Source: an optimization exercise on an open RTL-to-GDS flow (aim: small area). Production flows keep margins and buffers that such runs may drop. Only simulation tests tie the RTL to the original design; equivalence was not proved.

==> 06-17 <==
==> flow/design.v <==
module sbox( output reg [ 3 : 0 ] r,
              input wire [ 3 : 0 ] x );
  always @* begin
    case ( x )
      4'h0: r = 4'hC; 4'h1: r = 4'h5; 4'h2: r = 4'h6; 4'h3: r = 4'hB;
      4'h4: r = 4'h9; 4'h5: r = 4'h0; 4'h6: r = 4'hA; 4'h7: r = 4'hD;
      4'h8: r = 4'h3; 4'h9: r = 4'hE; 4'hA: r = 4'hF; 4'hB: r = 4'h8;
      4'hC: r = 4'h4; 4'hD: r = 4'h7; 4'hE: r = 4'h1; default: r = 4'h2;
    endcase
  end
endmodule
module sbox_d( output reg [ 3 : 0 ] r,
                input wire [ 3 : 0 ] x );
  reg [ 3 : 0 ] t;
  always @* begin
    case ( x ^ 4'h5 )
      4'h0: t = 4'hC; 4'h1: t = 4'h5; 4'h2: t = 4'h6; 4'h3: t = 4'hB;
      4'h4: t = 4'h9; 4'h5: t = 4'h0; 4'h6: t = 4'hA; 4'h7: t = 4'hD;
      4'h8: t = 4'h3; 4'h9: t = 4'hE; 4'hA: t = 4'hF; 4'hB: t = 4'h8;
      4'hC: t = 4'h4; 4'hD: t = 4'h7; 4'hE: t = 4'h1; default: t = 4'h2;
    endcase
    r = t ^ 4'hA;
  end
endmodule
module encrypt_v3(  input wire [ 80 - 1 : 0 ]   k,
                    input wire [ 64 - 1 : 0 ]   m,
                   output wire [ 64 - 1 : 0 ]   c,
                    input wire                  clk,
                    input wire                  rst,
                    input wire                  in_valid,
                   output wire                  out_valid );
  parameter [ 31 : 0 ] STAGE_MASK = 32'h49249248;
  localparam [ 3 : 0 ] SA = 4'h5;   
  localparam [ 3 : 0 ] SB = 4'hA;
  function automatic integer popcount( input [ 31 : 0 ] x );
    integer j;
    begin
      popcount = 0;
      for ( j = 0; j < 32; j = j + 1 ) popcount = popcount + x[ j ];
    end
  endfunction
  function automatic [ 63 : 0 ] perm( input [ 63 : 0 ] x );
    integer j;
    begin
      for ( j = 0; j < 63; j = j + 1 ) perm[ ( 16 * j ) % 63 ] = x[ j ];
      perm[ 63 ] = x[ 63 ];
    end
  endfunction
  localparam integer      NS   = popcount( STAGE_MASK );
  localparam [ 63 : 0 ]   SA16 = { 16{ SA } };
  localparam [ 63 : 0 ]   CP   = perm( { 16{ SB } } );
  wire [ 63 : 0 ] u_w [ 0 : 31 ];
  wire [ 79 : 0 ] k_w [ 0 : 31 ];
  wire [ 63 : 0 ] u_n [ 0 : 31 ];
  wire [ 79 : 0 ] k_n [ 0 : 31 ];
  assign u_n[ 0 ] = m ^ CP;
  assign k_n[ 0 ] = k;
  genvar r, j;
  generate
    for ( r = 0; r < 32; r = r + 1 ) begin : rounds
      if ( r > 0 ) begin : logic_r
        wire [ 63 : 0 ] z = u_w[ r-1 ] ^ k_w[ r-1 ][ 79 : 16 ] ^ CP ^ SA16;
        wire [ 63 : 0 ] y;
        for ( j = 0; j < 16; j = j + 1 ) begin : sb
          sbox_d s( .r( y[ 4*j +: 4 ] ), .x( z[ 4*j +: 4 ] ) );
        end
        assign u_n[ r ] = perm( y );
        wire [ 79 : 0 ] t = { k_w[ r-1 ][ 18 : 0 ], k_w[ r-1 ][ 79 : 19 ] };
        wire [  3 : 0 ] ks;
        sbox sk( .r( ks ), .x( t[ 79 : 76 ] ) );
        assign k_n[ r ] = { ks, t[ 75 : 20 ], t[ 19 : 15 ] ^ r[ 4 : 0 ], t[ 14 : 0 ] };
      end
      if ( STAGE_MASK[ r ] ) begin : stage
        reg [ 63 : 0 ] u_q;
        reg [ 79 : 0 ] k_q;
        always @( posedge clk ) begin
          u_q <= u_n[ r ];
          k_q <= k_n[ r ];
        end
        assign u_w[ r ] = u_q;
        assign k_w[ r ] = k_q;
      end else begin : wire_r
        assign u_w[ r ] = u_n[ r ];
        assign k_w[ r ] = k_n[ r ];
      end
    end
  endgenerate
  assign c = u_w[ 31 ] ^ CP ^ k_w[ 31 ][ 79 : 16 ];
  reg [ NS - 1 : 0 ] v_q;
  integer vi;
  always @( posedge clk ) begin
    for ( vi = NS - 1; vi > 0; vi = vi - 1 ) v_q[ vi ] <= rst ? 1'b0 : v_q[ vi-1 ];
    v_q[ 0 ] <= rst ? 1'b0 : in_valid;
  end
  assign out_valid = v_q[ NS - 1 ];
endmodule
==> flow/flow/run.sh <==
#!/bin/bash
# Own layout flow: the standard flow (standard.sh, ORFS make) with these
# changes; floorplan, placement, routing and the rest are ORFS's and the standard flow's.
#  1. ABC maps with an area-recovering script (flow/abc_own.script) in place of
#     ORFS's speed script, from a copy of ORFS's scripts folder.
#  2. No half/full adder extraction (ADDER_MAP_FILE empty): it maps the key
#     additions' XORs into slow adder cells.
#  3. After ORFS's synthesis (hierarchical, so each S-box module is mapped on
#     its own), the S-box modules sbox_d and sbox are replaced by the netlists
#     in flow/sbox_cells.v, then the design is flattened as synth_recipe.tcl does.
#  4. The weakest (_0) variants of cells that have a _1 variant of the same
#     area are added to the don't-use list.
#  5. Ports are buffered with buf_1 cells (ORFS's buffer_ports picks a slow
#     delay cell otherwise).
#  6. CTS with config.mk's buffer and clustering settings, without dummy loads.
# Each tool's output goes to flow_make.log and ORFS's logs under orfs/logs.
set -euo pipefail
W=$(pwd)
rm -rf "$W/scripts_own"
cp -r "$FLOW_HOME/scripts" "$W/scripts_own"
cp "$W/flow/abc_own.script" "$W/scripts_own/abc_speed.script"
cp "$W/flow/abc_own.script" "$W/scripts_own/abc_area.script"
# synth_recipe.tcl with the S-box netlists read in right after ORFS's synthesis
awk -v f="$W/flow/sbox_cells.v" '{print} /^source .*synth\.tcl/ {print "read_verilog -overwrite " f; print "hierarchy -check -top encrypt_v3"}' synth_recipe.tcl > synth_own.tcl
grep -q "sbox_cells.v" synth_own.tcl
sed -e "s|^make -C |make SCRIPTS_DIR=$W/scripts_own ADDER_MAP_FILE= -C |" \
    -e "s|SYNTH_SCRIPT=[^ ]*synth_recipe.tcl|SYNTH_SCRIPT=$W/synth_own.tcl|" standard.sh > standard_own.sh
grep -q "SYNTH_SCRIPT=$W/synth_own.tcl" standard_own.sh
# don't-use list: the platform's, plus the _0 cells above; on the make command
# line, since ORFS runs synthesis in a sub-make that drops environment variables
PLAT_DU=$(make -s -C "$FLOW_HOME" DESIGN_CONFIG="$W/config.mk" WORK_HOME="$W/orfs" print-DONT_USE_CELLS | sed -n 's/^DONT_USE_CELLS: *//p')
test -n "$PLAT_DU"
DU="$PLAT_DU sky130_fd_sc_hd__o21ai_0 sky130_fd_sc_hd__a21boi_0 sky130_fd_sc_hd__or2_0 sky130_fd_sc_hd__and2_0 sky130_fd_sc_hd__o311ai_0"
sed -i -e "s|^make SCRIPTS_DIR=|make DONT_USE_CELLS='$DU' SCRIPTS_DIR=|" standard_own.sh
grep -q "sky130_fd_sc_hd__o311ai_0' SCRIPTS_DIR=" standard_own.sh
export BUFFER_PORTS_ARGS="-buffer_cell sky130_fd_sc_hd__buf_1"
export CTS_ARGS="-sink_clustering_enable -repair_clock_nets -buf_list {sky130_fd_sc_hd__clkbuf_16} -sink_clustering_size 30 -sink_clustering_max_diameter 100 -dont_use_dummy_load"
bash standard_own.sh "$@" > "$W/flow_make.log" 2>&1
if [[ $# -eq 0 ]]; then test -f out/final.def; fi
==> flow/flow/abc_own.script <==
strash
&get -n
&dch -f
&nf -R 1000
&put
topo
==> flow/flow/sbox_cells.v <==
// S-box netlists in sky130_fd_sc_hd cells, spliced in place of the RTL
// modules of the same name by flow/run.sh (see flow/synth_own.tcl).

module sbox_d(r, x);
  input [3:0] x;
  wire [3:0] x;
  output [3:0] r;
  wire [3:0] r;
  wire _00_;
  wire _01_;
  wire _02_;
  wire _03_;
  wire _04_;
  wire _05_;
  wire _06_;
  wire _07_;
  wire _08_;
  wire _09_;
  wire _10_;
  sky130_fd_sc_hd__clkinv_1 _11_ (
    .A(x[3]),
    .Y(_10_)
  );
  sky130_fd_sc_hd__a21boi_1 _12_ (
    .A1(x[0]),
    .A2(_10_),
    .B1_N(x[1]),
    .Y(_00_)
  );
  sky130_fd_sc_hd__clkinv_1 _13_ (
    .A(x[2]),
    .Y(_01_)
  );
  sky130_fd_sc_hd__nor2_1 _14_ (
    .A(x[0]),
    .B(_10_),
    .Y(_02_)
  );
  sky130_fd_sc_hd__nor2_1 _15_ (
    .A(_01_),
    .B(_02_),
    .Y(_03_)
  );
  sky130_fd_sc_hd__o22ai_1 _16_ (
    .A1(_01_),
    .A2(x[3]),
    .B1(_10_),
    .B2(_03_),
    .Y(_04_)
  );
  sky130_fd_sc_hd__nor2_1 _17_ (
    .A(_00_),
    .B(_04_),
    .Y(_05_)
  );
  sky130_fd_sc_hd__a21oi_1 _18_ (
    .A1(_00_),
    .A2(_04_),
    .B1(_05_),
    .Y(r[2])
  );
  sky130_fd_sc_hd__a21oi_1 _19_ (
    .A1(x[0]),
    .A2(_10_),
    .B1(_02_),
    .Y(_06_)
  );
  sky130_fd_sc_hd__a21oi_1 _20_ (
    .A1(x[2]),
    .A2(x[1]),
    .B1(_06_),
    .Y(_07_)
  );
  sky130_fd_sc_hd__o22ai_1 _21_ (
    .A1(x[1]),
    .A2(x[3]),
    .B1(_03_),
    .B2(_07_),
    .Y(r[1])
  );
  sky130_fd_sc_hd__nor2_1 _22_ (
    .A(x[2]),
    .B(x[1]),
    .Y(_08_)
  );
  sky130_fd_sc_hd__nor2_1 _23_ (
    .A(_06_),
    .B(_08_),
    .Y(_09_)
  );
  sky130_fd_sc_hd__a21oi_1 _24_ (
    .A1(_06_),
    .A2(_08_),
    .B1(_09_),
    .Y(r[0])
  );
  sky130_fd_sc_hd__o22ai_1 _25_ (
    .A1(x[2]),
    .A2(_10_),
    .B1(_00_),
    .B2(_07_),
    .Y(r[3])
  );
endmodule

module sbox(r, x);
  input [3:0] x;
  wire [3:0] x;
  output [3:0] r;
  wire [3:0] r;
  wire _00_;
  wire _01_;
  wire _02_;
  wire _03_;
  wire _04_;
  wire _05_;
  wire _06_;
  wire _07_;
  wire _08_;
  wire _09_;
  wire _10_;
  wire _11_;
  wire _12_;
  wire _13_;
  wire _14_;
  sky130_fd_sc_hd__clkinv_1 _15_ (
    .A(x[1]),
    .Y(_14_)
  );
  sky130_fd_sc_hd__clkinv_1 _16_ (
    .A(x[2]),
    .Y(_00_)
  );
  sky130_fd_sc_hd__o22ai_1 _17_ (
    .A1(_14_),
    .A2(x[2]),
    .B1(x[1]),
    .B2(_00_),
    .Y(_01_)
  );
  sky130_fd_sc_hd__nor2_1 _18_ (
    .A(x[1]),
    .B(x[3]),
    .Y(_02_)
  );
  sky130_fd_sc_hd__nand2_1 _19_ (
    .A(x[2]),
    .B(x[3]),
    .Y(_03_)
  );
  sky130_fd_sc_hd__o21ai_1 _20_ (
    .A1(x[0]),
    .A2(_02_),
    .B1(_03_),
    .Y(_04_)
  );
  sky130_fd_sc_hd__nand2_1 _21_ (
    .A(_01_),
    .B(_04_),
    .Y(_05_)
  );
  sky130_fd_sc_hd__o21ai_1 _22_ (
    .A1(_01_),
    .A2(_04_),
    .B1(_05_),
    .Y(r[2])
  );
  sky130_fd_sc_hd__nand2_1 _23_ (
    .A(x[0]),
    .B(x[3]),
    .Y(_06_)
  );
  sky130_fd_sc_hd__nor2_1 _24_ (
    .A(x[0]),
    .B(x[3]),
    .Y(_07_)
  );
  sky130_fd_sc_hd__a21oi_1 _25_ (
    .A1(x[0]),
    .A2(x[3]),
    .B1(_07_),
    .Y(_08_)
  );
  sky130_fd_sc_hd__a21oi_1 _26_ (
    .A1(x[1]),
    .A2(_00_),
    .B1(_08_),
    .Y(_09_)
  );
  sky130_fd_sc_hd__a21oi_1 _27_ (
    .A1(_00_),
    .A2(_06_),
    .B1(_09_),
    .Y(_10_)
  );
  sky130_fd_sc_hd__nor2_1 _28_ (
    .A(_02_),
    .B(_10_),
    .Y(r[1])
  );
  sky130_fd_sc_hd__nor2_1 _29_ (
    .A(x[1]),
    .B(_00_),
    .Y(_11_)
  );
  sky130_fd_sc_hd__nor2_1 _30_ (
    .A(_11_),
    .B(_08_),
    .Y(_12_)
  );
  sky130_fd_sc_hd__a21oi_1 _31_ (
    .A1(_11_),
    .A2(_08_),
    .B1(_12_),
    .Y(r[0])
  );
  sky130_fd_sc_hd__nor2_1 _32_ (
    .A(_14_),
    .B(_07_),
    .Y(_13_)
  );
  sky130_fd_sc_hd__o21a_1 _33_ (
    .A1(_09_),
    .A2(_13_),
    .B1(_03_),
    .X(r[3])
  );
endmodule

==> flow/standard.sh <==
#!/bin/bash
# synth_recipe.tcl (not shown) runs the flow's synth.tcl, then flattens the netlist and writes it again
# the make line also repeats each setting of config.mk as NAME=value (left out here)
make -C /OpenROAD-flow-scripts/flow DESIGN_CONFIG=/design/flow/config.mk WORK_HOME=/design/flow/orfs CLKGATE_MAP_FILE= SYNTH_SCRIPT=/design/flow/synth_recipe.tcl "${@:-finish}"
==> flow/config.mk <==
export PLATFORM = sky130hd
export DESIGN_NAME = encrypt_v3
export DESIGN_NICKNAME = encrypt_v3
export VERILOG_FILES = /design/flow/design.v
export SDC_FILE = /design/flow/constraint.sdc
export NUM_CORES = 4
export LEC_CHECK = 0
export CAP_MARGIN = 20
export CORE_MARGIN = 2
export CORE_UTILIZATION = 40
export CTS_BUF_LIST = sky130_fd_sc_hd__clkbuf_16
export CTS_CLUSTER_DIAMETER = 100
export CTS_CLUSTER_SIZE = 30
export GPL_TIMING_DRIVEN = 0
export PLACE_DENSITY = 0.6
export SETUP_SLACK_MARGIN = 0.1
export SLEW_MARGIN = 20
export SYNTH_HIERARCHICAL = 1
export SYNTH_MINIMUM_KEEP_SIZE = 0
==> flow/constraint.sdc <==
create_clock -name core_clock -period 5.0 [get_ports {clk}]
set_input_delay 1.0000 -clock core_clock [delete_from_list [all_inputs] [get_ports {clk}]]
set_output_delay 1.0000 -clock core_clock [all_outputs]
set_load 0.01 [all_outputs]
==> inputs of 06-12, as changes to 06-17 <==
--- a/flow/design.v
+++ b/flow/design.v
@@ -14,5 +14,5 @@
   reg [ 3 : 0 ] t;
   always @* begin
-    case ( x ^ 4'h5 )
+    case ( x ^ 4'h7 )
       4'h0: t = 4'hC; 4'h1: t = 4'h5; 4'h2: t = 4'h6; 4'h3: t = 4'hB;
       4'h4: t = 4'h9; 4'h5: t = 4'h0; 4'h6: t = 4'hA; 4'h7: t = 4'hD;
@@ -20,5 +20,5 @@
       4'hC: t = 4'h4; 4'hD: t = 4'h7; 4'hE: t = 4'h1; default: t = 4'h2;
     endcase
-    r = t ^ 4'hA;
+    r = t ^ 4'hE;
   end
 endmodule
@@ -31,6 +31,6 @@
                    output wire                  out_valid );
   parameter [ 31 : 0 ] STAGE_MASK = 32'h49249248;
-  localparam [ 3 : 0 ] SA = 4'h5;   
-  localparam [ 3 : 0 ] SB = 4'hA;
+  localparam [ 3 : 0 ] SA = 4'h7;   
+  localparam [ 3 : 0 ] SB = 4'hE;
   function automatic integer popcount( input [ 31 : 0 ] x );
     integer j;
--- a/flow/flow/run.sh
+++ b/flow/flow/run.sh
@@ -2,5 +2,5 @@
 # Own layout flow: the standard flow (standard.sh, ORFS make) with these
 # changes; floorplan, placement, routing and the rest are ORFS's and the standard flow's.
-#  1. ABC maps with an area-recovering script (flow/abc_own.script) in place of
+#  1. ABC maps with an area-oriented script (flow/abc_own.script) in place of
 #     ORFS's speed script, from a copy of ORFS's scripts folder.
 #  2. No half/full adder extraction (ADDER_MAP_FILE empty): it maps the key
@@ -11,5 +11,5 @@
 #  4. The weakest (_0) variants of cells that have a _1 variant of the same
 #     area are added to the don't-use list.
-#  5. Ports are buffered with buf_1 cells (ORFS's buffer_ports picks a slow
+#  5. Ports are buffered with buf_2 cells (ORFS's buffer_ports picks a slow
 #     delay cell otherwise).
 #  6. CTS with config.mk's buffer and clustering settings, without dummy loads.
@@ -34,6 +34,6 @@
 sed -i -e "s|^make SCRIPTS_DIR=|make DONT_USE_CELLS='$DU' SCRIPTS_DIR=|" standard_own.sh
 grep -q "sky130_fd_sc_hd__o311ai_0' SCRIPTS_DIR=" standard_own.sh
-export BUFFER_PORTS_ARGS="-buffer_cell sky130_fd_sc_hd__buf_1"
-export CTS_ARGS="-sink_clustering_enable -repair_clock_nets -buf_list {sky130_fd_sc_hd__clkbuf_16} -sink_clustering_size 30 -sink_clustering_max_diameter 100 -dont_use_dummy_load"
+export BUFFER_PORTS_ARGS="-buffer_cell sky130_fd_sc_hd__buf_2"
+export CTS_ARGS="-sink_clustering_enable -repair_clock_nets -buf_list {sky130_fd_sc_hd__clkbuf_16} -sink_clustering_size 24 -sink_clustering_max_diameter 80 -dont_use_dummy_load"
 bash standard_own.sh "$@" > "$W/flow_make.log" 2>&1
 if [[ $# -eq 0 ]]; then test -f out/final.def; fi
==> flow/flow/abc_own.script (replaced) <==
strash
dch -f
amap
topo
--- a/flow/flow/sbox_cells.v
+++ b/flow/flow/sbox_cells.v
@@ -18,41 +18,42 @@
   wire _09_;
   wire _10_;
-  sky130_fd_sc_hd__clkinv_1 _11_ (
+  wire _11_;
+  sky130_fd_sc_hd__clkinv_1 _12_ (
     .A(x[3]),
-    .Y(_10_)
-  );
-  sky130_fd_sc_hd__a21boi_1 _12_ (
-    .A1(x[0]),
-    .A2(_10_),
-    .B1_N(x[1]),
+    .Y(_11_)
+  );
+  sky130_fd_sc_hd__a21oi_1 _13_ (
+    .A1(x[0]),
+    .A2(_11_),
+    .B1(x[1]),
     .Y(_00_)
   );
-  sky130_fd_sc_hd__clkinv_1 _13_ (
+  sky130_fd_sc_hd__clkinv_1 _14_ (
     .A(x[2]),
     .Y(_01_)
   );
-  sky130_fd_sc_hd__nor2_1 _14_ (
+  sky130_fd_sc_hd__nor2_1 _15_ (
     .A(x[0]),
-    .B(_10_),
+    .B(_11_),
     .Y(_02_)
   );
-  sky130_fd_sc_hd__nor2_1 _15_ (
+  sky130_fd_sc_hd__nor2_1 _16_ (
     .A(_01_),
     .B(_02_),
     .Y(_03_)
   );
-  sky130_fd_sc_hd__o22ai_1 _16_ (
+  sky130_fd_sc_hd__o22ai_1 _17_ (
     .A1(_01_),
     .A2(x[3]),
-    .B1(_10_),
+    .B1(_11_),
     .B2(_03_),
     .Y(_04_)
   );
-  sky130_fd_sc_hd__nor2_1 _17_ (
+  sky130_fd_sc_hd__nand2_1 _18_ (
     .A(_00_),
     .B(_04_),
     .Y(_05_)
   );
-  sky130_fd_sc_hd__a21oi_1 _18_ (
+  sky130_fd_sc_hd__o21ai_1 _19_ (
     .A1(_00_),
     .A2(_04_),
@@ -60,44 +61,48 @@
     .Y(r[2])
   );
-  sky130_fd_sc_hd__a21oi_1 _19_ (
-    .A1(x[0]),
-    .A2(_10_),
+  sky130_fd_sc_hd__clkinv_1 _20_ (
+    .A(x[1]),
+    .Y(_06_)
+  );
+  sky130_fd_sc_hd__a21oi_1 _21_ (
+    .A1(x[0]),
+    .A2(_11_),
     .B1(_02_),
-    .Y(_06_)
-  );
-  sky130_fd_sc_hd__a21oi_1 _20_ (
+    .Y(_07_)
+  );
+  sky130_fd_sc_hd__a21oi_1 _22_ (
     .A1(x[2]),
-    .A2(x[1]),
-    .B1(_06_),
-    .Y(_07_)
-  );
-  sky130_fd_sc_hd__o22ai_1 _21_ (
-    .A1(x[1]),
+    .A2(_06_),
+    .B1(_07_),
+    .Y(_08_)
+  );
+  sky130_fd_sc_hd__o22ai_1 _23_ (
+    .A1(_06_),
     .A2(x[3]),
     .B1(_03_),
-    .B2(_07_),
+    .B2(_08_),
     .Y(r[1])
   );
-  sky130_fd_sc_hd__nor2_1 _22_ (
-    .A(x[2]),
-    .B(x[1]),
-    .Y(_08_)
-  );
-  sky130_fd_sc_hd__nor2_1 _23_ (
-    .A(_06_),
-    .B(_08_),
+  sky130_fd_sc_hd__nor2_1 _24_ (
+    .A(x[2]),
+    .B(_06_),
     .Y(_09_)
   );
-  sky130_fd_sc_hd__a21oi_1 _24_ (
-    .A1(_06_),
-    .A2(_08_),
-    .B1(_09_),
+  sky130_fd_sc_hd__nor2_1 _25_ (
+    .A(_07_),
+    .B(_09_),
+    .Y(_10_)
+  );
+  sky130_fd_sc_hd__a21oi_1 _26_ (
+    .A1(_07_),
+    .A2(_09_),
+    .B1(_10_),
     .Y(r[0])
   );
-  sky130_fd_sc_hd__o22ai_1 _25_ (
+  sky130_fd_sc_hd__o22ai_1 _27_ (
     .A1(x[2]),
-    .A2(_10_),
+    .A2(_11_),
     .B1(_00_),
-    .B2(_07_),
+    .B2(_08_),
     .Y(r[3])
   );
--- a/flow/config.mk
+++ b/flow/config.mk
@@ -10,6 +10,6 @@
 export CORE_UTILIZATION = 40
 export CTS_BUF_LIST = sky130_fd_sc_hd__clkbuf_16
-export CTS_CLUSTER_DIAMETER = 100
-export CTS_CLUSTER_SIZE = 30
+export CTS_CLUSTER_DIAMETER = 80
+export CTS_CLUSTER_SIZE = 24
 export GPL_TIMING_DRIVEN = 0
 export PLACE_DENSITY = 0.6
==> run_results.csv <==
group,metric,value,unit
outcome,status,"timing/DRC/antenna clean",
grt,grt_usage,32.01,%
floorplanning,die-area,221600,um^2
detailed_routing,drt-total-wl,368600,um
cts,cts_buffers,104,
placement,dpl.hpwl,316500,um
grt,antenna_found_initial,14,
placement,placed_cells,17380,
The numbers above come from 06-12.

==> run_results.csv <==
group,metric,value,unit
placement,placed_cells,14660,
layout,num-fill-cells,21300,
grt,grt_usage,31.55,%
grt,antenna_found_initial,20,
floorplanning,die-area,218600,um^2
outcome,status,"timing/DRC/antenna clean",
detailed_routing,drt-total-wl,361600,um
cts,cts_buffers,73,
The numbers above come from 06-17.

[static timing again, ports no longer ideal]
How much do the figures lean on ideal ports? The routed layouts below were timed once more, with nothing changed but the port constraints.
Step 1: set_driving_cell puts a clkbuf_16 on clk and a buf_2 on each other input, an assumption about the parent block.
Step 2, shift: input delay + t, output delay - t, t = (earliest + latest rising clock arrival at the registers) / 2. This alone moves slack from input paths to output paths.
Slacks: no drivers / after step 1 / after step 2; pairs: no drivers / after step 1.
| run | shift t [ns] | setup WS [ns] | worst setup path at the end | worst data-port slew with drivers (ns) |
|---|---|---|---|---|
| 06-17 | 0.817 | 0.361 / 0.361 / -0.147 | input to register | 0.05 |
| 06-12 | 0.839 | 0.341 / 0.341 / -0.081 | input to register | 0.05 |
Met with ideal ports but missed after step 2: setup timing in 06-17 and 06-12. The setup slack of 06-17, which loses most, moves by 0.000 ns with the drivers and by -0.508 ns with both steps.
